Background: an optimization exercise with open tools, aiming at small area. Do not read the settings as production practice. Function was checked by simulation only, so behaviour that the tests miss may differ from the original. Power figures rest on the tool's default switching activity, not on a simulated workload.

## flow/design.v (module list and top-level ports; edited modules follow where they fit)
// module memory_apb2_slave: 35 lines
// module pin_mux: 39 lines
// module io_multiplexer_apb2_slave: 46 lines
// module slave_mux_apb2_slave: 15 lines
// module spi_sequence_detector: 125 lines
// module pulse_selector: 32 lines
// module spi_cs_decoder: 67 lines
// module spi_slave: 131 lines
// module spi_slave_to_apb2_master: 105 lines
// module control_manager: 105 lines
// module clock_divider: 44 lines
// module spi_master: 184 lines
// module spi_master_tester_apb2_slave: 265 lines
// module spi_slave_tester_apb2_slave: 266 lines
// module io_metrics_apb2_slave: 157 lines
// module uart_tx: 115 lines
// module uart_rx: 113 lines
// module uart_tester_apb2_slave: 295 lines
// module i2c_slave: 286 lines
// module i2c_master_tester_apb2_slave: 261 lines
// module timer: 56 lines
// module timer_apb2_slave: 98 lines
// module mbed_tester_peripherals_apb2_slave: 216 lines
// module mbed_tester: 635 lines
module mbed_tester #(
        parameter IO_PHYSICAL = 16,
        parameter IO_LOGICAL_PER_BANK = 8,
        parameter IO_BANKS = 2,
        parameter DIGITAL_ID_COUNT = 3,
        parameter LED_COUNT = 4,
        parameter I2C_COUNT = 3,
        parameter AN_MUX_WIDTH = 8,
        parameter ANALOG_COUNT = 4
    )
    (
        input wire clk,
        input wire rst,
        output wire reset_req,
        output wire reprogram_req,
        input wire [IO_PHYSICAL - 1:0] io_in,
        output wire [IO_PHYSICAL - 1:0] io_val,
        output wire [IO_PHYSICAL - 1:0] io_drive,
        input wire reset_btn_in,
        output wire reset_btn_val,
        output wire reset_btn_drive,
        input wire reprogram_in,
        output wire reprogram_val,
        output wire reprogram_drive,
        input wire [DIGITAL_ID_COUNT - 1:0] digital_id_in,
        output wire [DIGITAL_ID_COUNT - 1:0] digital_id_val,
        output wire [DIGITAL_ID_COUNT - 1:0] digital_id_drive,
        input wire [LED_COUNT - 1:0] leds_in,
        output wire [LED_COUNT - 1:0] leds_val,
        output wire [LED_COUNT - 1:0] leds_drive,
        input wire [3:0] spi_io_in,
        output reg [3:0] spi_io_val,
        output reg [3:0] spi_io_drive,
        input wire spi_clk_in,
        output reg spi_clk_val,
        output reg spi_clk_drive,
        input wire spi_cs_in,
        output reg spi_cs_val,
        output reg spi_cs_drive,
        input wire i2c_reset_in,
        output wire i2c_reset_val,
        output wire i2c_reset_drive,
        input wire [I2C_COUNT - 1:0] i2c_sda_in,
        output reg [I2C_COUNT - 1:0] i2c_sda_val,
        output reg [I2C_COUNT - 1:0] i2c_sda_drive,
        input wire [I2C_COUNT - 1:0] i2c_scl_in,
        output reg [I2C_COUNT - 1:0] i2c_scl_val,
        output reg [I2C_COUNT - 1:0] i2c_scl_drive,
        input wire an_mux_enable_in,
        output wire an_mux_enable_val,
        output wire an_mux_enable_drive,
        input wire an_mux_pwmout_in,
        output reg an_mux_pwmout_val,
        output reg an_mux_pwmout_drive,
        input wire an_mux_analogin_in,
        output wire an_mux_analogin_val,
        output wire an_mux_analogin_drive,
        input wire [AN_MUX_WIDTH - 1:0] an_mux_addr_in,
        output wire [AN_MUX_WIDTH - 1:0] an_mux_addr_val,
        output wire [AN_MUX_WIDTH - 1:0] an_mux_addr_drive,
        input wire [ANALOG_COUNT - 1:0] aninp_in,
        output wire [ANALOG_COUNT - 1:0] aninp_val,
        output wire [ANALOG_COUNT - 1:0] aninp_drive,
        input wire [ANALOG_COUNT - 1:0] aninn_in,
        output wire [ANALOG_COUNT - 1:0] aninn_val,
        output wire [ANALOG_COUNT - 1:0] aninn_drive,
        input wire [11:0] an_mux_analogin_measurement_in,
        input wire [(ANALOG_COUNT * 12) - 1:0] anin_measurements_in,
        input wire an_mux_analogin_updated,
        input wire [ANALOG_COUNT - 1:0] anin_updated,
        output reg sample_adc
    );
  // ...
==> flow/flow/run.sh <==
#!/bin/bash
# Layout flow: the standard flow (standard.sh: ORFS with the standard flow's synthesis,
# floorplan, power grid, placement and routing) with one change at clock tree
# synthesis: the tree is built from clkbuf_4 buffers, with sinks clustered
# at most 7 to a leaf buffer within 40 um, and without the dummy
# loads TritonCTS adds to balance it. Everything else, synthesis included, is
# the standard flow.
set -euo pipefail
cd "$(dirname "$0")/.."
CTS="-sink_clustering_enable -repair_clock_nets -dont_use_dummy_load -buf_list sky130_fd_sc_hd__clkbuf_4 -sink_clustering_size 7 -sink_clustering_max_diameter 40"
bash standard.sh "CTS_ARGS=$CTS" finish > flow_make.log 2>&1
==> flow/standard.sh <==
#!/bin/bash
# synth_recipe.tcl (not shown) runs the flow's synth.tcl, then flattens the netlist and writes it again
# the make line also repeats each setting of config.mk as NAME=value (left out here)
make -C /OpenROAD-flow-scripts/flow DESIGN_CONFIG=/design/flow/config.mk WORK_HOME=/design/flow/orfs CLKGATE_MAP_FILE= SYNTH_SCRIPT=/design/flow/synth_recipe.tcl "${@:-finish}"
==> flow/config.mk <==
export PLATFORM = sky130hd
export DESIGN_NAME = mbed_tester
export DESIGN_NICKNAME = mbed_tester
export VERILOG_FILES = /design/flow/design.v
export SDC_FILE = /design/flow/constraint.sdc
export NUM_CORES = 8
export LEC_CHECK = 0
export CAP_MARGIN = 20
export CORE_MARGIN = 2
export CORE_UTILIZATION = 40
export SLEW_MARGIN = 20
==> flow/constraint.sdc <==
create_clock -name core_clock -period 12.0 [get_ports {clk}]
set_input_delay 2.4000 -clock core_clock [delete_from_list [all_inputs] [get_ports {clk}]]
set_output_delay 2.4000 -clock core_clock [all_outputs]
set_load 0.01 [all_outputs]
==> results.sh, run 1 <==
export IMPL_outcome="timing/DRC/antenna clean"
export IMPL_initial_core_util_pct=40.1
export IMPL_non_clock_inverter_count=1074
export IMPL_place_area_sq_mm=0.496
export IMPL_fmax_ghz=0.0879
export IMPL_power_total_uw=51800
export IMPL_dr_pass1_iters=14
export IMPL_multi_input_gates=38200
export IMPL_final_common_cell="dfxtp_1"
export IMPL_netlist_cell_type_count=111
export IMPL_final_cells=68100
export IMPL_num_nonclk_buffers=1476
export IMPL_clock_buffers=1787
export IMPL_clkPwrFrac_pct=36.1
export IMPL_syn_nets=56800
export IMPL_place_congestion=1.03
export IMPL_synth_top_flop_cell="dfxtp_1"
export IMPL_synth_edf_count=286
export IMPL_cp_buffers_inverters=2
export IMPL_setup_ws_ps=624
export IMPL_nets=55800
export IMPL_nonClkBufAreaFrac_pct=2.45
export IMPL_cts_root_buf="clkbuf_4"
export IMPL_cts_resized=0
export IMPL_syn2layout_area_growth_pct=6.79
export IMPL_synth_top_family_by_area="compound AO/OA/AOI/OAI gates"
export IMPL_synth_compound_area_share_pct=18.3
export IMPL_internal_power_uw=38700
export IMPL_synth_top_area_share_pct=38.4
export IMPL_critical_path_class="reg -> reg"
export IMPL_regArea_sq_mm=0.192
export IMPL_synth_area_sq_mm=0.478
export IMPL_die_w_um=1100
export IMPL_crit_slowest_cell="a211oi_1"
export IMPL_dieArea_sq_mm=1.20
export IMPL_coreArea_sq_mm=1.19
export IMPL_crit_arrival_ps=13340
export IMPL_ctsHtreeMaxLevel=7
export IMPL_synthArstFlopShare_pct=0
export IMPL_vias=422000
export IMPL_drive_above_1_share_pct=8.12
export IMPL_design_area_sq_mm=0.510
==> module spi_master_tester_apb2_slave, before the edit <==
module spi_master_tester_apb2_slave #(
        parameter IO_LOGICAL = 8
    )
    (
        input wire clk,
        input wire rst,
        input wire [IO_LOGICAL - 1:0] logical_in,
        output wire [IO_LOGICAL - 1:0] logical_val,
        output wire [IO_LOGICAL - 1:0] logical_drive,
        input wire [ADDR_BITS - 1:0] PADDR,
        input wire PSEL,
        input wire PENABLE,
        input wire PWRITE,
        input wire [DATA_BITS - 1:0] PWDATA,
        output wire [DATA_BITS - 1:0] PRDATA,
        input wire sys_rst
    );
    localparam ADDR_BITS = 12;
    localparam DATA_BITS = 8;
    localparam FULL_DUPLEX = 0;
    localparam HALF_DUPLEX = 1;
    localparam HD_PROC_RX = 1;
    localparam HD_PROC_TX = 0;
    reg [7:0] starts;
    reg [7:0] stops;
    reg [15:0] transfers;
    reg start_sclk;  
    reg start_sin;   
    reg stop_sclk;   
    reg stop_sin;    
    reg [31:0] to_slave [0:3];
    reg [31:0] next_from_slave;
    reg [31:0] to_slave_checksum;
    reg [15:0] spi_slave_ctrl;
    reg [15:0] hd_tx_cnt;
    reg [15:0] hd_rx_cnt;
    reg [31:0] cs_to_first_sclk_cnt;
    reg [31:0] last_sclk_to_cs_cnt;
    reg cs_to_first_sclk_active;
    reg cs_to_first_sclk_done;
    reg sclk_prev;
    wire[1:0] ctrl_clk_mode;
    wire ctrl_bit_order;          
    wire ctrl_duplex;             
    wire[5:0] ctrl_sym_size;
    assign ctrl_clk_mode = spi_slave_ctrl[1:0];
    assign ctrl_bit_order = spi_slave_ctrl[2];
    assign ctrl_duplex = spi_slave_ctrl[3];
    assign ctrl_sym_size = spi_slave_ctrl[9:4];
    wire hd_proc_rx_tx = (ctrl_duplex == HALF_DUPLEX && hd_rx_cnt != 0);
    wire hd_prep_tx_buf = (ctrl_duplex == HALF_DUPLEX && hd_rx_cnt == 1);
    wire sin;
    wire sout;
    wire sclk;
    wire scs;
    wire [31:0] dout;
    wire [31:0] din;
    wire start;
    wire next;
    wire stop;
    wire sclk_edge;
    assign sin = (ctrl_duplex == HALF_DUPLEX ? (hd_rx_cnt ? logical_in[0] : 0) : logical_in[0]);
    assign logical_val[0] = (ctrl_duplex == HALF_DUPLEX ? (hd_rx_cnt ? 1'b0 : sout) : 1'b0);
    assign logical_drive[0] = (ctrl_duplex == HALF_DUPLEX ? (hd_rx_cnt ? 0 : 1) : 0);
    assign logical_val[1] = (ctrl_duplex == HALF_DUPLEX ? 1'b0 : sout) ;
    assign logical_drive[1] = scs;
    assign sclk = logical_in[2];
    assign scs = !logical_in[3];
    assign logical_val[IO_LOGICAL - 1:2] = 0;
    assign logical_drive[IO_LOGICAL - 1:2] = 0;
    assign dout = next_from_slave;
    assign sclk_edge = (sclk_prev != sclk);
    spi_slave #(.DATA_BUS_WIDTH(32)) spi_slave (clk, rst, sout, sin, sclk, scs, ctrl_clk_mode, ctrl_bit_order, ctrl_sym_size, dout, din, start, next, stop);
    function [31:0] inc32(input [31:0] a, input c0);
        integer k;
        reg c;
        begin
            c = c0;
            for (k = 0; k < 32; k = k + 1) begin
                inc32[k] = a[k] ^ c;
                c = a[k] & c;
            end
        end
    endfunction
    function [31:0] step32(input [31:0] a, input en, input down);
        integer k;
        reg c, p, h;
        begin
            c = en;
            for (k = 0; k < 32; k = k + 1) begin
                p = a[k] ^ down;
                h = p ^ c;
                c = p & c;
                step32[k] = h ^ down;
            end
        end
    endfunction
    function [15:0] dec16(input [15:0] a, input b0);
        integer k;
        reg b, p, h;
        begin
            b = b0;
            for (k = 0; k < 16; k = k + 1) begin
                p = ~a[k];
                h = p ^ b;
                b = p & b;
                dec16[k] = ~h;
            end
        end
    endfunction
    function [31:0] add32(input [31:0] a, input [31:0] b);
        integer k;
        reg c, c0, c1;
        reg [15:0] s0, s1;
        begin
            c = 1'b0;
            for (k = 0; k < 16; k = k + 1) begin
                add32[k] = a[k] ^ b[k] ^ c;
                c = (a[k] & b[k]) | (a[k] & c) | (b[k] & c);
            end
            c0 = 1'b0;
            c1 = 1'b1;
            for (k = 16; k < 32; k = k + 1) begin
                s0[k - 16] = a[k] ^ b[k] ^ c0;
                c0 = (a[k] & b[k]) | (a[k] & c0) | (b[k] & c0);
                s1[k - 16] = a[k] ^ b[k] ^ c1;
                c1 = (a[k] & b[k]) | (a[k] & c1) | (b[k] & c1);
            end
            add32[31:16] = c ? s1 : s0;
        end
    endfunction
    wire full_duplex = (ctrl_duplex == FULL_DUPLEX);
    wire apb_write = PSEL && PWRITE && PENABLE;
    wire rx_symbol = next && (full_duplex || (hd_proc_rx_tx == HD_PROC_RX));
    wire nfs_down = stop && full_duplex;
    wire nfs_up = (next && ((full_duplex) || (hd_proc_rx_tx == HD_PROC_TX) || hd_prep_tx_buf)) ||
                  (start && full_duplex);
    wire [31:0] next_from_slave_step = step32(next_from_slave, nfs_down || nfs_up, nfs_down);
    wire [31:0] to_slave_checksum_next = add32(to_slave_checksum, din & {32{rx_symbol}});
    wire hd_next = next && (ctrl_duplex == HALF_DUPLEX);
    wire [15:0] hd_rx_cnt_dec = dec16(hd_rx_cnt, hd_next && (hd_proc_rx_tx == HD_PROC_RX));
    wire [15:0] hd_tx_cnt_dec = dec16(hd_tx_cnt, hd_next && (hd_tx_cnt != 0) && (hd_proc_rx_tx == HD_PROC_TX));
    wire cs_to_first_sclk_count = !cs_to_first_sclk_done && cs_to_first_sclk_active && scs;
    wire [31:0] cs_to_first_sclk_cnt_inc = inc32(cs_to_first_sclk_cnt, cs_to_first_sclk_count);
    wire [31:0] last_sclk_to_cs_cnt_inc = inc32(last_sclk_to_cs_cnt, 1'b1);
    assign PRDATA = rd_byte;
    reg [DATA_BITS - 1:0] rd_byte;
    always @(*) begin: rd_mux
        integer k;
        rd_byte = 0;
        rd_byte = rd_byte
            | (starts & {8{PADDR == 8}})
            | (stops & {8{PADDR == 9}})
            | (transfers[7:0] & {8{PADDR == 10}})
            | (transfers[15:8] & {8{PADDR == 11}})
            | ({4'h0, stop_sin, stop_sclk, start_sin, start_sclk} & {8{PADDR == 12}})
            | (next_from_slave[7:0] & {8{PADDR == 17}});
        for (k = 0; k < 4; k = k + 1) begin
            rd_byte = rd_byte
                | (to_slave[k][7:0] & {8{PADDR == 13 + k}})
                | (to_slave_checksum[k * 8+:8] & {8{PADDR == 18 + k}})
                | (cs_to_first_sclk_cnt[k * 8+:8] & {8{PADDR == 28 + k}})
                | (last_sclk_to_cs_cnt[k * 8+:8] & {8{PADDR == 32 + k}})
                | (to_slave[0][k * 8+:8] & {8{PADDR == 36 + k}})
                | (to_slave[1][k * 8+:8] & {8{PADDR == 40 + k}})
                | (to_slave[2][k * 8+:8] & {8{PADDR == 44 + k}})
                | (to_slave[3][k * 8+:8] & {8{PADDR == 48 + k}});
        end
        for (k = 0; k < 2; k = k + 1) begin
            rd_byte = rd_byte
                | (spi_slave_ctrl[k * 8+:8] & {8{PADDR == 22 + k}})
                | (hd_tx_cnt[k * 8+:8] & {8{PADDR == 24 + k}})
                | (hd_rx_cnt[k * 8+:8] & {8{PADDR == 26 + k}});
        end
    end
    always @(posedge clk) begin
        sclk_prev <= sclk;
        if (sclk_edge && scs == 1'b1) begin
                last_sclk_to_cs_cnt <= 32'd1;
        end else if (scs == 1'b1) begin
            last_sclk_to_cs_cnt <= last_sclk_to_cs_cnt_inc;
        end
        if (cs_to_first_sclk_done == 1'b0) begin
            if (cs_to_first_sclk_active == 1'b0 && scs == 1'b1) begin
                cs_to_first_sclk_active <= 1'b1;
            end
            if (cs_to_first_sclk_active == 1'b1 &&
                ((sclk == 1'b1 && (ctrl_clk_mode == 2'd0 || ctrl_clk_mode == 2'd1)) ||
                 (sclk == 1'b0 && (ctrl_clk_mode == 2'd2 || ctrl_clk_mode == 2'd3)))) begin
                cs_to_first_sclk_active <= 1'b0;
                cs_to_first_sclk_done <= 1'b1;
            end
        end
        cs_to_first_sclk_cnt <= cs_to_first_sclk_cnt_inc;
        if (rst) begin
            starts <= 0;
            stops <= 0;
            transfers <= 0;
            start_sclk <= 0;
            start_sin <= 0;
            stop_sclk <= 0;
            stop_sin <= 0;
            to_slave[0] <= 0;
            to_slave[1] <= 0;
            to_slave[2] <= 0;
            to_slave[3] <= 0;
            next_from_slave <= 0;
            to_slave_checksum <= 0;
            sclk_prev <= sclk;
            cs_to_first_sclk_active <= 1'b0;
            cs_to_first_sclk_done <= 1'b0;
            cs_to_first_sclk_cnt <= 32'd0;
            last_sclk_to_cs_cnt <= 32'd0;
        end else begin
            if (start) begin
                starts <= starts + 1;
                start_sclk <= sclk;
                start_sin <= sin;
            end
            if (next) begin
                transfers <= transfers + 1;
            end
            next_from_slave <= next_from_slave_step;
            to_slave_checksum <= to_slave_checksum_next;
            if (rx_symbol) begin
                to_slave[0] <= to_slave[1];
                to_slave[1] <= to_slave[2];
                to_slave[2] <= to_slave[3];
                to_slave[3] <= din;
            end
            hd_rx_cnt <= hd_rx_cnt_dec;
            hd_tx_cnt <= hd_tx_cnt_dec;
            if (stop) begin
                stops <= stops + 1;
                stop_sclk <= sclk;
                stop_sin <= sin;
            end
            if (apb_write) begin
                case (PADDR)
                   17: next_from_slave     <= PWDATA;
                   22: spi_slave_ctrl[DATA_BITS * 0+:DATA_BITS]  <= PWDATA;
                   23: spi_slave_ctrl[DATA_BITS * 1+:DATA_BITS]  <= PWDATA;
                   24: hd_tx_cnt[DATA_BITS * 0+:DATA_BITS] <= PWDATA;
                   25: hd_tx_cnt[DATA_BITS * 1+:DATA_BITS] <= PWDATA;
                   26: hd_rx_cnt[DATA_BITS * 0+:DATA_BITS]  <= PWDATA;
                   27: hd_rx_cnt[DATA_BITS * 1+:DATA_BITS]  <= PWDATA;
                   28: cs_to_first_sclk_cnt[DATA_BITS * 0+:DATA_BITS]  <= PWDATA;
                   29: cs_to_first_sclk_cnt[DATA_BITS * 1+:DATA_BITS]  <= PWDATA;
                   30: cs_to_first_sclk_cnt[DATA_BITS * 2+:DATA_BITS]  <= PWDATA;
                   31: cs_to_first_sclk_cnt[DATA_BITS * 3+:DATA_BITS]  <= PWDATA;
                   32: last_sclk_to_cs_cnt[DATA_BITS * 0+:DATA_BITS]  <= PWDATA;
                   33: last_sclk_to_cs_cnt[DATA_BITS * 1+:DATA_BITS]  <= PWDATA;
                   34: last_sclk_to_cs_cnt[DATA_BITS * 2+:DATA_BITS]  <= PWDATA;
                   35: last_sclk_to_cs_cnt[DATA_BITS * 3+:DATA_BITS]  <= PWDATA;
                    default:;
                endcase
            end
        end
        if (sys_rst) begin
            spi_slave_ctrl <= 0;
            hd_tx_cnt <= 0;
            hd_rx_cnt <= 0;
        end
    end
endmodule
==> module spi_slave_tester_apb2_slave, before the edit <==
module spi_slave_tester_apb2_slave #(
        parameter IO_LOGICAL = 8
    )
    (
        input wire clk,
        input wire rst,
        input wire [IO_LOGICAL - 1:0] logical_in,
        output wire [IO_LOGICAL - 1:0] logical_val,
        output wire [IO_LOGICAL - 1:0] logical_drive,
        input wire [ADDR_BITS - 1:0] PADDR,
        input wire PSEL,
        input wire PENABLE,
        input wire PWRITE,
        input wire [DATA_BITS - 1:0] PWDATA,
        output wire [DATA_BITS - 1:0] PRDATA,
        input wire sys_rst
    );
    localparam ADDR_BITS = 12;
    localparam DATA_BITS = 8;
    localparam FULL_DUPLEX = 0;
    localparam HALF_DUPLEX = 1;
    localparam HD_PROC_RX = 0;
    localparam HD_PROC_TX = 1;
    reg [7:0] starts;
    reg [7:0] stops;
    reg [15:0] transfers;
    reg start_sclk;  
    reg start_sin;   
    reg stop_sclk;   
    reg stop_sin;    
    reg [31:0] to_master [0:3];
    reg [31:0] next_from_master;
    reg [31:0] to_master_checksum;
    reg [15:0] spi_slave_ctrl;
    reg [15:0] hd_tx_cnt;
    reg [15:0] hd_rx_cnt;
    reg [15:0] clk_divisor;
    reg [15:0] num_of_symbols;
    reg [7:0] start_delay_us;
    reg [15:0] sym_delay_ticks;
    reg scs_prev;
    wire[1:0] ctrl_clk_mode;
    wire ctrl_bit_order;          
    wire ctrl_duplex;             
    wire[5:0] ctrl_sym_size;
    wire[7:0] ctrl_start_delay_us;
    wire start_request;
    wire df_mode;
    wire hd_tx_rx;
    wire next;
    wire start;
    wire stop;
    wire sin;
    wire sout;
    wire sclk;
    wire scs;
    wire [31:0] dout;
    wire [31:0] din;
    assign ctrl_clk_mode = spi_slave_ctrl[1:0];
    assign ctrl_bit_order = spi_slave_ctrl[2];
    assign ctrl_duplex = spi_slave_ctrl[3];
    assign ctrl_sym_size = spi_slave_ctrl[9:4];
    assign start_request = spi_slave_ctrl[10];
    assign df_mode = spi_slave_ctrl[3];
    wire hd_proc_tx_rx = (ctrl_duplex == HALF_DUPLEX && hd_tx_rx);
    assign sin = (ctrl_duplex == HALF_DUPLEX ? (hd_tx_rx ? 1'b0 : logical_in[0]) : logical_in[1]);
    assign logical_val[0] = (ctrl_duplex == HALF_DUPLEX ? (hd_tx_rx ? sout : 1'b0) : sout);
    assign logical_drive[0] = (ctrl_duplex == HALF_DUPLEX ? (hd_tx_rx ? 1 : 0) : scs);
    assign logical_val[2] = sclk;
    assign logical_val[3] = !scs;
    assign logical_drive[1] = 0;
    assign logical_drive[2] = 1;
    assign logical_drive[3] = 1;
    assign logical_val[1] = 0;
    assign logical_val[IO_LOGICAL - 1:4] = 0;
    assign logical_drive[IO_LOGICAL - 1:4] = 0;
    assign dout = next_from_master;
    assign start = (scs == 1'b1) && (scs_prev == 1'b0);
    assign stop = (scs == 1'b0) && (scs_prev == 1'b1);
    spi_master #(
        .DATA_BUS_WIDTH(32)
    ) spi_master (
        clk,
        rst,
        sout,
        sin,
        sclk,
        scs,
        ctrl_clk_mode,
        ctrl_bit_order,
        ctrl_sym_size,
        dout,
        din,
        start_request,
        next,
        clk_divisor,
        start_delay_us,
        sym_delay_ticks,
        num_of_symbols,
        df_mode,
        hd_tx_rx
    );
    function [31:0] step32(input [31:0] a, input en, input down);
        integer k;
        reg c, p, h;
        begin
            c = en;
            for (k = 0; k < 32; k = k + 1) begin
                p = a[k] ^ down;
                h = p ^ c;
                c = p & c;
                step32[k] = h ^ down;
            end
        end
    endfunction
    function [15:0] dec16(input [15:0] a, input b0);
        integer k;
        reg b, p, h;
        begin
            b = b0;
            for (k = 0; k < 16; k = k + 1) begin
                p = ~a[k];
                h = p ^ b;
                b = p & b;
                dec16[k] = ~h;
            end
        end
    endfunction
    function [31:0] add32(input [31:0] a, input [31:0] b);
        integer k;
        reg c, c0, c1;
        reg [15:0] s0, s1;
        begin
            c = 1'b0;
            for (k = 0; k < 16; k = k + 1) begin
                add32[k] = a[k] ^ b[k] ^ c;
                c = (a[k] & b[k]) | (a[k] & c) | (b[k] & c);
            end
            c0 = 1'b0;
            c1 = 1'b1;
            for (k = 16; k < 32; k = k + 1) begin
                s0[k - 16] = a[k] ^ b[k] ^ c0;
                c0 = (a[k] & b[k]) | (a[k] & c0) | (b[k] & c0);
                s1[k - 16] = a[k] ^ b[k] ^ c1;
                c1 = (a[k] & b[k]) | (a[k] & c1) | (b[k] & c1);
            end
            add32[31:16] = c ? s1 : s0;
        end
    endfunction
    wire full_duplex = (ctrl_duplex == FULL_DUPLEX);
    wire apb_write = PSEL && PWRITE && PENABLE;
    wire rx_symbol = next && (full_duplex || (hd_proc_tx_rx == HD_PROC_RX));
    wire nfm_down = stop && full_duplex;
    wire nfm_up = (next && (full_duplex || (hd_proc_tx_rx == HD_PROC_TX))) || start;
    wire [31:0] next_from_master_step = step32(next_from_master, nfm_down || nfm_up, nfm_down);
    wire [31:0] to_master_checksum_next = add32(to_master_checksum, din & {32{rx_symbol}});
    wire hd_next = next && (ctrl_duplex == HALF_DUPLEX);
    wire [15:0] hd_rx_cnt_dec = dec16(hd_rx_cnt, hd_next && (hd_proc_tx_rx == HD_PROC_RX));
    wire [15:0] hd_tx_cnt_dec = dec16(hd_tx_cnt, hd_next && (hd_tx_cnt != 0) && (hd_proc_tx_rx == HD_PROC_TX));
    assign PRDATA = rd_byte;
    reg [DATA_BITS - 1:0] rd_byte;
    always @(*) begin: rd_mux
        integer k;
        rd_byte = 0;
        rd_byte = rd_byte
            | (starts & {8{PADDR == 8}})
            | (stops & {8{PADDR == 9}})
            | (transfers[7:0] & {8{PADDR == 10}})
            | (transfers[15:8] & {8{PADDR == 11}})
            | ({4'h0, stop_sin, stop_sclk, start_sin, start_sclk} & {8{PADDR == 12}})
            | (start_delay_us & {8{PADDR == 35}});
        for (k = 0; k < 4; k = k + 1) begin
            rd_byte = rd_byte
                | (to_master[k][7:0] & {8{PADDR == 13 + k}})
                | (next_from_master[k * 8+:8] & {8{PADDR == 17 + k}})
                | (to_master_checksum[k * 8+:8] & {8{PADDR == 21 + k}})
                | (to_master[0][k * 8+:8] & {8{PADDR == 40 + k}})
                | (to_master[1][k * 8+:8] & {8{PADDR == 44 + k}})
                | (to_master[2][k * 8+:8] & {8{PADDR == 48 + k}})
                | (to_master[3][k * 8+:8] & {8{PADDR == 52 + k}});
        end
        for (k = 0; k < 2; k = k + 1) begin
            rd_byte = rd_byte
                | (spi_slave_ctrl[k * 8+:8] & {8{PADDR == 25 + k}})
                | (hd_tx_cnt[k * 8+:8] & {8{PADDR == 27 + k}})
                | (hd_rx_cnt[k * 8+:8] & {8{PADDR == 29 + k}})
                | (clk_divisor[k * 8+:8] & {8{PADDR == 31 + k}})
                | (num_of_symbols[k * 8+:8] & {8{PADDR == 33 + k}})
                | (sym_delay_ticks[k * 8+:8] & {8{PADDR == 36 + k}});
        end
    end
    always @(posedge clk) begin
        scs_prev <= scs;
        if (rst) begin
            starts <= 0;
            stops <= 0;
            transfers <= 0;
            start_sclk <= 0;
            start_sin <= 0;
            stop_sclk <= 0;
            stop_sin <= 0;
            to_master[0] <= 0;
            to_master[1] <= 0;
            to_master[2] <= 0;
            to_master[3] <= 0;
            next_from_master <= 0;
            to_master_checksum <= 0;
        end else begin
            if (start) begin
                starts <= starts + 1;
                start_sclk <= sclk;
                start_sin <= sin;
            end
            if (next) begin
                transfers <= transfers + 1;
            end
            next_from_master <= next_from_master_step;
            to_master_checksum <= to_master_checksum_next;
            if (rx_symbol) begin
                to_master[0] <= to_master[1];
                to_master[1] <= to_master[2];
                to_master[2] <= to_master[3];
                to_master[3] <= din;
            end
            hd_rx_cnt <= hd_rx_cnt_dec;
            hd_tx_cnt <= hd_tx_cnt_dec;
            if (stop) begin
                stops <= stops + 1;
                stop_sclk <= sclk;
                stop_sin <= sin;
                spi_slave_ctrl[10] <= 0;
            end
            if (apb_write) begin
                case (PADDR)
                   17: next_from_master[DATA_BITS * 0+:DATA_BITS]     <= PWDATA;
                   18: next_from_master[DATA_BITS * 1+:DATA_BITS]     <= PWDATA;
                   19: next_from_master[DATA_BITS * 2+:DATA_BITS]     <= PWDATA;
                   20: next_from_master[DATA_BITS * 3+:DATA_BITS]     <= PWDATA;
                   25: spi_slave_ctrl[DATA_BITS * 0+:DATA_BITS]  <= PWDATA;
                   26: spi_slave_ctrl[DATA_BITS * 1+:DATA_BITS]  <= PWDATA;
                   27: hd_tx_cnt[DATA_BITS * 0+:DATA_BITS] <= PWDATA;
                   28: hd_tx_cnt[DATA_BITS * 1+:DATA_BITS] <= PWDATA;
                   29: hd_rx_cnt[DATA_BITS * 0+:DATA_BITS] <= PWDATA;
                   30: hd_rx_cnt[DATA_BITS * 1+:DATA_BITS] <= PWDATA;
                   31: clk_divisor[DATA_BITS * 0+:DATA_BITS]  <= PWDATA;
                   32: clk_divisor[DATA_BITS * 1+:DATA_BITS]  <= PWDATA;
                   33: num_of_symbols[DATA_BITS * 0+:DATA_BITS]  <= PWDATA;
                   34: num_of_symbols[DATA_BITS * 1+:DATA_BITS]  <= PWDATA;
                   35: start_delay_us  <= PWDATA;
                   36: sym_delay_ticks[DATA_BITS * 0+:DATA_BITS]  <= PWDATA;
                   37: sym_delay_ticks[DATA_BITS * 1+:DATA_BITS]  <= PWDATA;
                    default:;
                endcase
            end
        end
        if (sys_rst) begin
            spi_slave_ctrl <= 0;
            hd_tx_cnt <= 0;
            hd_rx_cnt <= 0;
            clk_divisor <= 0;
            num_of_symbols <= 0;
            start_delay_us <= 0;
            sym_delay_ticks <= 0;
        end
    end
endmodule
==> run 2, diff against run 1 <==
--- a/flow/design.v
+++ b/flow/design.v
@@ -1059,17 +1059,17 @@
     endfunction
     wire full_duplex = (ctrl_duplex == FULL_DUPLEX);
     wire apb_write = PSEL && PWRITE && PENABLE;
     wire rx_symbol = next && (full_duplex || (hd_proc_rx_tx == HD_PROC_RX));
     wire nfs_down = stop && full_duplex;
     wire nfs_up = (next && ((full_duplex) || (hd_proc_rx_tx == HD_PROC_TX) || hd_prep_tx_buf)) ||
                   (start && full_duplex);
     wire [31:0] next_from_slave_step = step32(next_from_slave, nfs_down || nfs_up, nfs_down);
-    wire [31:0] to_slave_checksum_next = add32(to_slave_checksum, din & {32{rx_symbol}});
+    wire [31:0] to_slave_checksum_next = add32(to_slave_checksum, din);
     wire hd_next = next && (ctrl_duplex == HALF_DUPLEX);
     wire [15:0] hd_rx_cnt_dec = dec16(hd_rx_cnt, hd_next && (hd_proc_rx_tx == HD_PROC_RX));
     wire [15:0] hd_tx_cnt_dec = dec16(hd_tx_cnt, hd_next && (hd_tx_cnt != 0) && (hd_proc_rx_tx == HD_PROC_TX));
     wire cs_to_first_sclk_count = !cs_to_first_sclk_done && cs_to_first_sclk_active && scs;
     wire [31:0] cs_to_first_sclk_cnt_inc = inc32(cs_to_first_sclk_cnt, cs_to_first_sclk_count);
     wire [31:0] last_sclk_to_cs_cnt_inc = inc32(last_sclk_to_cs_cnt, 1'b1);
     assign PRDATA = rd_byte;
     reg [DATA_BITS - 1:0] rd_byte;
@@ -1144,18 +1144,18 @@
                 starts <= starts + 1;
                 start_sclk <= sclk;
                 start_sin <= sin;
             end
             if (next) begin
                 transfers <= transfers + 1;
             end
             next_from_slave <= next_from_slave_step;
-            to_slave_checksum <= to_slave_checksum_next;
             if (rx_symbol) begin
+                to_slave_checksum <= to_slave_checksum_next;
                 to_slave[0] <= to_slave[1];
                 to_slave[1] <= to_slave[2];
                 to_slave[2] <= to_slave[3];
                 to_slave[3] <= din;
             end
             hd_rx_cnt <= hd_rx_cnt_dec;
             hd_tx_cnt <= hd_tx_cnt_dec;
             if (stop) begin
@@ -1341,17 +1341,17 @@
         end
     endfunction
     wire full_duplex = (ctrl_duplex == FULL_DUPLEX);
     wire apb_write = PSEL && PWRITE && PENABLE;
     wire rx_symbol = next && (full_duplex || (hd_proc_tx_rx == HD_PROC_RX));
     wire nfm_down = stop && full_duplex;
     wire nfm_up = (next && (full_duplex || (hd_proc_tx_rx == HD_PROC_TX))) || start;
     wire [31:0] next_from_master_step = step32(next_from_master, nfm_down || nfm_up, nfm_down);
-    wire [31:0] to_master_checksum_next = add32(to_master_checksum, din & {32{rx_symbol}});
+    wire [31:0] to_master_checksum_next = add32(to_master_checksum, din);
     wire hd_next = next && (ctrl_duplex == HALF_DUPLEX);
     wire [15:0] hd_rx_cnt_dec = dec16(hd_rx_cnt, hd_next && (hd_proc_tx_rx == HD_PROC_RX));
     wire [15:0] hd_tx_cnt_dec = dec16(hd_tx_cnt, hd_next && (hd_tx_cnt != 0) && (hd_proc_tx_rx == HD_PROC_TX));
     assign PRDATA = rd_byte;
     reg [DATA_BITS - 1:0] rd_byte;
     always @(*) begin: rd_mux
         integer k;
         rd_byte = 0;
@@ -1403,18 +1403,18 @@
                 starts <= starts + 1;
                 start_sclk <= sclk;
                 start_sin <= sin;
             end
             if (next) begin
                 transfers <= transfers + 1;
             end
             next_from_master <= next_from_master_step;
-            to_master_checksum <= to_master_checksum_next;
             if (rx_symbol) begin
+                to_master_checksum <= to_master_checksum_next;
                 to_master[0] <= to_master[1];
                 to_master[1] <= to_master[2];
                 to_master[2] <= to_master[3];
                 to_master[3] <= din;
             end
             hd_rx_cnt <= hd_rx_cnt_dec;
             hd_tx_cnt <= hd_tx_cnt_dec;
             if (stop) begin
@@ -3432,23 +3432,25 @@
                 add64_12[k] = a[k] ^ b[k] ^ c;
                 c = (a[k] & b[k]) | (a[k] & c) | (b[k] & c);
             end
             add64_12[63:12] = inc64({12'd0, a[63:12]}, c);
         end
     endfunction
     function lt32(input [31:0] a, input [31:0] b);
         integer k;
-        reg l;
+        reg l_lo, l_hi;
         begin
-            l = 1'b0;
-            for (k = 0; k < 32; k = k + 1) begin
-                l = (a[k] ^ b[k]) ? b[k] : l;
+            l_lo = 1'b0;
+            l_hi = 1'b0;
+            for (k = 0; k < 16; k = k + 1) begin
+                l_lo = (a[k] ^ b[k]) ? b[k] : l_lo;
+                l_hi = (a[k + 16] ^ b[k + 16]) ? b[k + 16] : l_hi;
             end
-            lt32 = l;
+            lt32 = l_hi | ((a[31:16] == b[31:16]) & l_lo);
         end
     endfunction
     reg pwm_enable;
     reg [31:0] pwm_period;
     reg [31:0] pwm_cycles_high;
     reg [31:0] pwm_count_reg;
     wire pwm_run = (rst == 0) && pwm_enable;
     wire pwm_count_go = pwm_run && lt32(pwm_count_reg, pwm_period);
==> flow/flow/run.sh (replaced) <==
#!/bin/bash
# Layout flow: the standard flow (standard.sh) with two changes.
# 1. Synthesis maps the logic with flow/abc.script, an area-oriented ABC
#    script (flow/synth.tcl; otherwise the standard flow's synthesis unchanged).
# 2. Clock tree synthesis builds the tree from clkbuf_4 buffers, with sinks
#    clustered at most 7 to a leaf buffer within 40 um, and without the dummy
#    loads TritonCTS adds to balance the tree.
# Floorplan, power grid, placement, timing repair and routing are the
# standard flow's. make's output goes to flow_make.log; each ORFS step logs
# to orfs/logs/.
set -euo pipefail
cd "$(dirname "$0")/.."
WORK=$(pwd)
export FLOW_FLOW_ABC_SCRIPT="$WORK/flow/abc.script"
CTS="-sink_clustering_enable -repair_clock_nets -dont_use_dummy_load -buf_list sky130_fd_sc_hd__clkbuf_4 -sink_clustering_size 7 -sink_clustering_max_diameter 40"
bash standard.sh "SYNTH_SCRIPT=$WORK/flow/synth.tcl" "CTS_ARGS=$CTS" finish > flow_make.log 2>&1
==> flow/flow/abc.script (new file) <==
&get -n
&st
&dch
&nf -R 1000
&st
&syn2
&dch
&nf -R 1000
&put
topo
stime -c
buffer -c
upsize -c
dnsize -c
==> flow/flow/synth.tcl (new file) <==
proc synth {args} { yosys synth -nofsm -noshare {*}$args }
proc abc {args} {
  set i [lsearch -exact $args -script]
  if { $i >= 0 } {
    lset args [expr { $i + 1 }] $::env(FLOW_FLOW_ABC_SCRIPT)
  }
  yosys abc {*}$args
}
source $::env(SCRIPTS_DIR)/synth.tcl
# left out here: clear keep_hierarchy, flatten, clean up, hide names made inside functions, write 1_2_yosys.v
==> results.sh, run 2 <==
export IMPL_post_cts_buffers=0
export IMPL_hold_buffers=0
export IMPL_ys_ff_latch=9444
export IMPL_hold_ws_ps=215
export IMPL_grt_first_pass_wirelength_um=2700000
export IMPL_drtIter0Drc=56600
export IMPL_dieArea_sq_mm=1.16
export IMPL_cts_tree="built"
export IMPL_numCtsBuffers=1768
export IMPL_vias_per_cell=6.19
export IMPL_placed_cells=64300
export IMPL_die_h_um=1080
export IMPL_path_max_fanout=8
export IMPL_postSynthAreaPerCell_sq_um=8.92
export IMPL_final_common_cell="dfxtp_1"
export IMPL_irDropWorstVdd_uv=66.7
export IMPL_max_cap_viol_count=0
export IMPL_r2r_cells=48
export IMPL_start_kind="register"
export IMPL_synth_top_flop_cell="dfxtp_1"
export IMPL_yosysWarnings=41
export IMPL_final_cells=66300
export IMPL_grt_start_max_net_pins=236
export IMPL_crit_slowest_cell="clkdlybuf4s50_1"
export IMPL_finalHoldViolations=0
export IMPL_fin_worst_skew_ps=445
export IMPL_ant_nets=0
export IMPL_netlist_cell_type_count=95
export IMPL_rows=394
export IMPL_grt_overflow=0
export IMPL_worstHoldStart="control_manager.spi_cs_decoder.sindex[2]"
export IMPL_clk_pin_slew_ps=80
export IMPL_grtUsageTotal_pct=30.8
export IMPL_holdPathEnd="control_manager.sout_index[2]"
export IMPL_cp_slowest_stage_delay_ps=900
export IMPL_required_ps=9600
export IMPL_die_w_um=1080
export IMPL_ctsHtreeMaxLevel=7
export IMPL_yosysMostFrequentCell="dfxtp_1"
export IMPL_drive_above_1_share_pct=7.46
export IMPL_rrSetupSlack_ps=810
export IMPL_synth_area_sq_mm=0.462
export IMPL_hold_path_class="reg -> reg"
export IMPL_dr_pass1_iters=13
export IMPL_report_final_slew_viol_count=0
export IMPL_wl_um=1890000
export IMPL_io_pins=241
export IMPL_leakagePower_uw=0.201
export IMPL_synthCells=51800
export IMPL_hold_depth=0
export IMPL_grt_pass1_vias=375000
export IMPL_syn_nets=55700
export IMPL_worst_pin_slew_ps=1450
export IMPL_nets=54800
export IMPL_relSlewSlack_pct=3.60
export IMPL_end_kind="output port"
export IMPL_synth_edf_count=286
export IMPL_final_cell_mix="dfxtp_1, nor2_1, ha_1"
export IMPL_fillers=115000
export IMPL_tns_ps=0
export IMPL_vias=410000
export IMPL_portBuffers=240
export IMPL_initial_core_util_pct=40.1
export IMPL_cts_root_buf="clkbuf_4"
export IMPL_outcome="timing/DRC/antenna clean"
export IMPL_period_share_pct=93.6
export IMPL_clock_path_buffers=6
export IMPL_coreArea_sq_mm=1.15
export IMPL_wl_per_cell_um=28.5
export IMPL_syn2layout_area_growth_pct=6.76
export IMPL_place_congestion=1.02
export IMPL_path_common_cell="a21oi_1"
export IMPL_dp_hpwl_um=1330000
export IMPL_synth_common_cells="dfxtp_1, nor2_1, ha_1"
export IMPL_seq_area_frac_synth_pct=41.5
export IMPL_crit_arrival_ps=8830
export IMPL_path_delay_family="compound AO/OA/AOI/OAI gates"
export IMPL_fmax_ghz=0.0890
export IMPL_clock_sinks=9444
export IMPL_insertion_delay_ps=2230
export IMPL_synth_top_area_share_pct=39.7
export IMPL_cp_buffers_inverters=1
export IMPL_worstPathCellList="ha_1 > nand3_1 > nor2_1 > o311ai_0 > a21oi_1 > a211o_1 > a21oi_1 > a21oi_1 > nand2b_2 > nand3_1 > a41oi_1 > o21a_1 > o211ai_1 > a31oi_1 > a22oi_1 > nor3_1 > a21oi_1 > o31ai_1 > clkdlybuf4s50_1"
export IMPL_antenna_found_initial=176
export IMPL_critical_path_class="reg -> out"
export IMPL_synth_area_leaders="dfxtp_1, ha_1, nor2_1"
export IMPL_finalSetupViolations=0
export IMPL_fin_crit_ps=11230
export IMPL_drc=0
export IMPL_power_density_mw_per_mm2=105
export IMPL_synthArstFlopShare_pct=0
export IMPL_synth_area_leader_cell="dfxtp_1"
## run 2: cell count changes after synthesis, sizes merged, moves of 316 or more
cell    before   now
a222oi      86  1027
nand3     1322   669
nand2     5338  3468
nor2      4278  6156
mux2i     2649  2007
buf        961   559
o21ai     1792  3859
a22oi     2386  1495
and2      2809  2493
## run 2: stage by stage
stage                     setup slack (ps)  total power (uW)  area [sq um]  util, %
final                                  769             51600        493000     42.8
after global routing                 -8.89             53300        493000     42.8
after CTS                              619             51900        493000     42.8
after detailed placement              91.7             33800        480000     41.6
after global placement                 110             33800        479000     41.6
after floorplan                       1070             33300        462000        -
## run 2: how the worst max path moves through the flow
stage	slack, ps	depth (start not counted)	endpoint
finish	770	19	io_val[12]
floorplan	1070	46	register
global route	-9	48	register
CTS	620	48	register
detailed placement	90	43	register
global placement	110	43	register
## run 2: cell families (layout without fill, tap and decap cells)
family	Yosys count	count (layout)	synth area share [%]
xor+xnor	985	985	1.87
fa+ha+maj	3781	3781	10.5
compound gates	14200	14200	20.2
flops	9444	9444	41.5
mux	2255	2255	5.32
buf+inv	4915	3941	4.03
simple gates	16300	16300	16.5
other cells	0	142	0
## run 2: repair_timing
item | in CTS | in global routing
setup endpoints to repair | 0 | 4
hold endpoints to repair | 0 | 0
gates resized for setup | 0 | 11
## run 2: final cells by class
| type | count | area [sq um] | share of cell area (%) |
|---|---|---|---|
| well taps | 15200 | 19100 | 3.87 |
| diodes | 142 | 355 | 0.0720 |
| flip-flops and latches | 9444 | 192000 | 38.9 |
| clock buffers | 1768 | 13300 | 2.69 |
| repair buffers | 1382 | 12000 | 2.43 |
| inverters | 791 | 3030 | 0.614 |
| multi-input cells | 37500 | 254000 | 51.4 |
## run 2: power by group
part / switching, uW / total [uW] / internal (uW)
combinational: 1060 / 1450 / 393
sequential: 117 / 31600 / 31500
clock: 11800 / 18500 / 6690
total: 13000 / 51600 / 38600
## run 2: layer usage
metal	vias to the layer above	part of all wire (%)	global-route usage, %
met1	197000	41	41.3
li1	186000	-	-
met2	22400	41	45.1
met4	118	6.8	17.9
met5	-	0.043	0
met3	4890	11	7.31
==> run 3, diff against run 2 <==
--- a/flow/config.mk
+++ b/flow/config.mk
@@ -5,7 +5,7 @@
 export SDC_FILE = /design/flow/constraint.sdc
 export NUM_CORES = 8
 export LEC_CHECK = 0
-export CAP_MARGIN = 20
+export CAP_MARGIN = 35
 export CORE_MARGIN = 2
 export CORE_UTILIZATION = 40
-export SLEW_MARGIN = 20
+export SLEW_MARGIN = 35
==> results.sh, run 3 <==
export IMPL_outcome="timing/DRC/antenna clean"
export IMPL_fin_worst_skew_ps=387
export IMPL_synth_top_flop_cell="dfxtp_1"
export IMPL_clock_path_buffers=6
export IMPL_yosysWarnings=41
export IMPL_crit_arrival_ps=13130
export IMPL_die_h_um=1080
export IMPL_netlist_cell_type_count=95
export IMPL_clkPwrFrac_pct=35.9
export IMPL_rsz0062_at_grt="false"
export IMPL_path_common_cell="nor2_1"
export IMPL_fmax_ghz=0.0891
export IMPL_yosysMostFrequentCell="dfxtp_1"
export IMPL_synth_area_sq_mm=0.462
export IMPL_synthArstFlopShare_pct=0
export IMPL_comb_power_share_pct=2.8
export IMPL_netSwitchingPower_uw=13000
export IMPL_synthCells=51800
export IMPL_critical_path_class="reg -> reg"
export IMPL_finalHoldViolations=0
export IMPL_vias_per_cell=6.19
export IMPL_finalSetupViolations=0
export IMPL_crit_slowest_cell="fa_1"
export IMPL_setup_ws_ps=783
export IMPL_drive_above_1_share_pct=7.83
export IMPL_grt_first_pass_wirelength_um=2700000
export IMPL_required_ps=13920
export IMPL_tns_ps=0
export IMPL_wl_per_cell_um=28.4
export IMPL_drc=0
export IMPL_clk_pin_slew_ps=80
export IMPL_vias=410000
export IMPL_syn2layout_area_growth_pct=7.11
export IMPL_worst_pin_slew_ps=1230
export IMPL_end_kind="register"
export IMPL_synth_area_leader_cell="dfxtp_1"
export IMPL_irDropWorstVdd_uv=77.9
export IMPL_p_sw_share_pct=25.2
export IMPL_synth_top_area_share_pct=39.7
export IMPL_max_cap_viol_count=0
export IMPL_placed_cells=64400
export IMPL_power_density_mw_per_mm2=104
export IMPL_final_cells=66300
export IMPL_synth_area_leaders="dfxtp_1, ha_1, nor2_1"
export IMPL_numCtsBuffers=1771
export IMPL_leakagePower_uw=0.201
export IMPL_relSlewSlack_pct=17.8
export IMPL_start_kind="register"
export IMPL_nets=54800
export IMPL_period_share_pct=93.5
export IMPL_dp_hpwl_um=1330000
export IMPL_grt_pass1_vias=376000
export IMPL_cts_root_buf="clkbuf_4"
export IMPL_grt_start_max_net_pins=236
export IMPL_cp_buffers_inverters=0
export IMPL_fillers=114000
export IMPL_seq_area_frac_synth_pct=41.5
export IMPL_place_area_sq_mm=0.481
export IMPL_dr_pass1_iters=14
export IMPL_cts_resized=0
export IMPL_pre_cts_slack_ps=68.3
export IMPL_path_delay_family="adder cells"
export IMPL_synth_common_cells="dfxtp_1, nor2_1, ha_1"
export IMPL_fin_crit_ps=11220
export IMPL_cts_tree="built"
export IMPL_final_cell_mix="dfxtp_1, nor2_1, ha_1"
export IMPL_postSynthAreaPerCell_sq_um=8.92
export IMPL_ant_nets=0
export IMPL_clock_sinks=9444
export IMPL_final_common_cell="dfxtp_1"
export IMPL_place_congestion=1.02
export IMPL_antenna_found_initial=153
export IMPL_hold_buffers=0
export IMPL_design_area_sq_mm=0.495
export IMPL_grtUsageTotal_pct=30.8
export IMPL_path_max_fanout=4
export IMPL_syn_nets=55700
export IMPL_dieArea_sq_mm=1.16
export IMPL_portBuffers=240
export IMPL_regArea_sq_mm=0.192
export IMPL_p_seq_share_pct=61.3
export IMPL_synth_edf_count=286
export IMPL_initial_core_util_pct=40.1
export IMPL_multi_input_area_sq_mm=0.255
export IMPL_internal_power_uw=38600
export IMPL_ys_ff_latch=9444
export IMPL_insertion_delay_ps=2060
export IMPL_die_w_um=1080
export IMPL_wl_um=1890000
export IMPL_post_cts_buffers=0
export IMPL_drtIter0Drc=56100
export IMPL_report_final_slew_viol_count=0
export IMPL_coreArea_sq_mm=1.15
export IMPL_io_pins=241
export IMPL_grt_overflow=0
export IMPL_ctsHtreeMaxLevel=7
export IMPL_hold_path_class="reg -> reg"
export IMPL_cp_slowest_stage_delay_ps=490
export IMPL_rows=394
run 3: cell families (layout without fill, tap and decap cells):
kind of cell    count (synthesis)  after routing  share of synthesized area (%)
xor+xnor                      985            985                           1.87
other cells                     0            133                              0
mux                          2255           2255                           5.32
fa+ha+maj                    3781           3781                           10.5
buf+inv                      4915           3982                           4.03
simple gates                16300          16300                           16.5
flops                        9444           9444                           41.5
compound gates              14200          14200                           20.2
run 3: cell type report:
class | count | share of cell area [%]
multi-input cells | 37500 | 51.4
flip-flops and latches | 9444 | 38.8
well taps | 15200 | 3.85
clock buffers | 1771 | 2.69
repair buffers | 1420 | 2.56
inverters | 791 | 0.612
diodes | 133 | 0.0672
run 3: routing by layer:
metal / vias to the layer above / track usage (%) / routed length (um)
li1: 186000 / - / -
met1: 197000 / 41.2 / 770000
met2: 22400 / 45.1 / 781000
met3: 4753 / 7.47 / 207000
met4: 84 / 17.8 / 127000
met5: - / 0.0893 / 570
run 3: path summary, 6_finish.rpt:
check	endpoint	cells after the start	start	slack [ps]
worst max-delay path	register	48	register	780
worst min-delay path	register	2	register	270
worst max register to register	register	48	register	780
worst min register to register	register	2	register	270
run 3: power groups by stage:
stage | registers (uW) | clock network [uW] | logic [uW]
after global placement | 32400 | 0 | 1430
after detailed placement | 32400 | 0 | 1430
after floorplan | 32300 | 0 | 972
final | 31600 | 18500 | 1470
after global routing | 31700 | 20100 | 1580
after CTS | 31600 | 18800 | 1440
run 3: worst reg2reg max path: cells and delay by family (launching register included):
family	cells	cell delay, ps
and+or+nand+nor	25	2670
DFF	1	340
AOI/OAI and AO/OA	7	870
adders and majority gates	16	7190
run 3: through the flow:
stage / hold WS (ps) / utilization (%) / total power [uW]
floorplan: 326 / - / 33300
global placement: 335 / 41.6 / 33800
detailed placement: 336 / 41.7 / 33800
CTS: 244 / 42.9 / 51900
global route: 290 / 43.0 / 53300
finish: 269 / 43.0 / 51600

separate check: timing with driven ports:
The flow's constraints put no driver on any port. The routed layouts listed below were extracted and timed again, unchanged, in two steps. Step 1, drivers: a clkbuf_16 drives clk and a buf_2 each remaining input, both assumed. Step 2 times the ports against the registers' clock, not the clock port: input delays grow and output delays shrink by t, the midpoint of the rising clock arrivals with the driver on. a / b / c = ideal / step 1 / step 2; a / b = the first two.
run	t, ns	setup slack, ns	hold slack, ns	worst setup path at the end	latest minus earliest clock arrival (ns)
run 1	2.178	0.624 / 0.624 / 0.144	0.349 / 0.349 / 0.349	input to register	0.361 / 0.361
run 2	2.101	0.769 / 0.643 / 0.142	0.215 / 0.215 / 0.215	input to register	0.521 / 0.521
run 3	2.102	0.783 / 0.760 / 0.053	0.269 / 0.269 / 0.269	input to register	0.485 / 0.486
After both steps setup and hold are still met in every run listed. For run 3, which loses most, drivers alone change the setup slack by -0.023 ns; drivers and shift together by -0.730 ns.
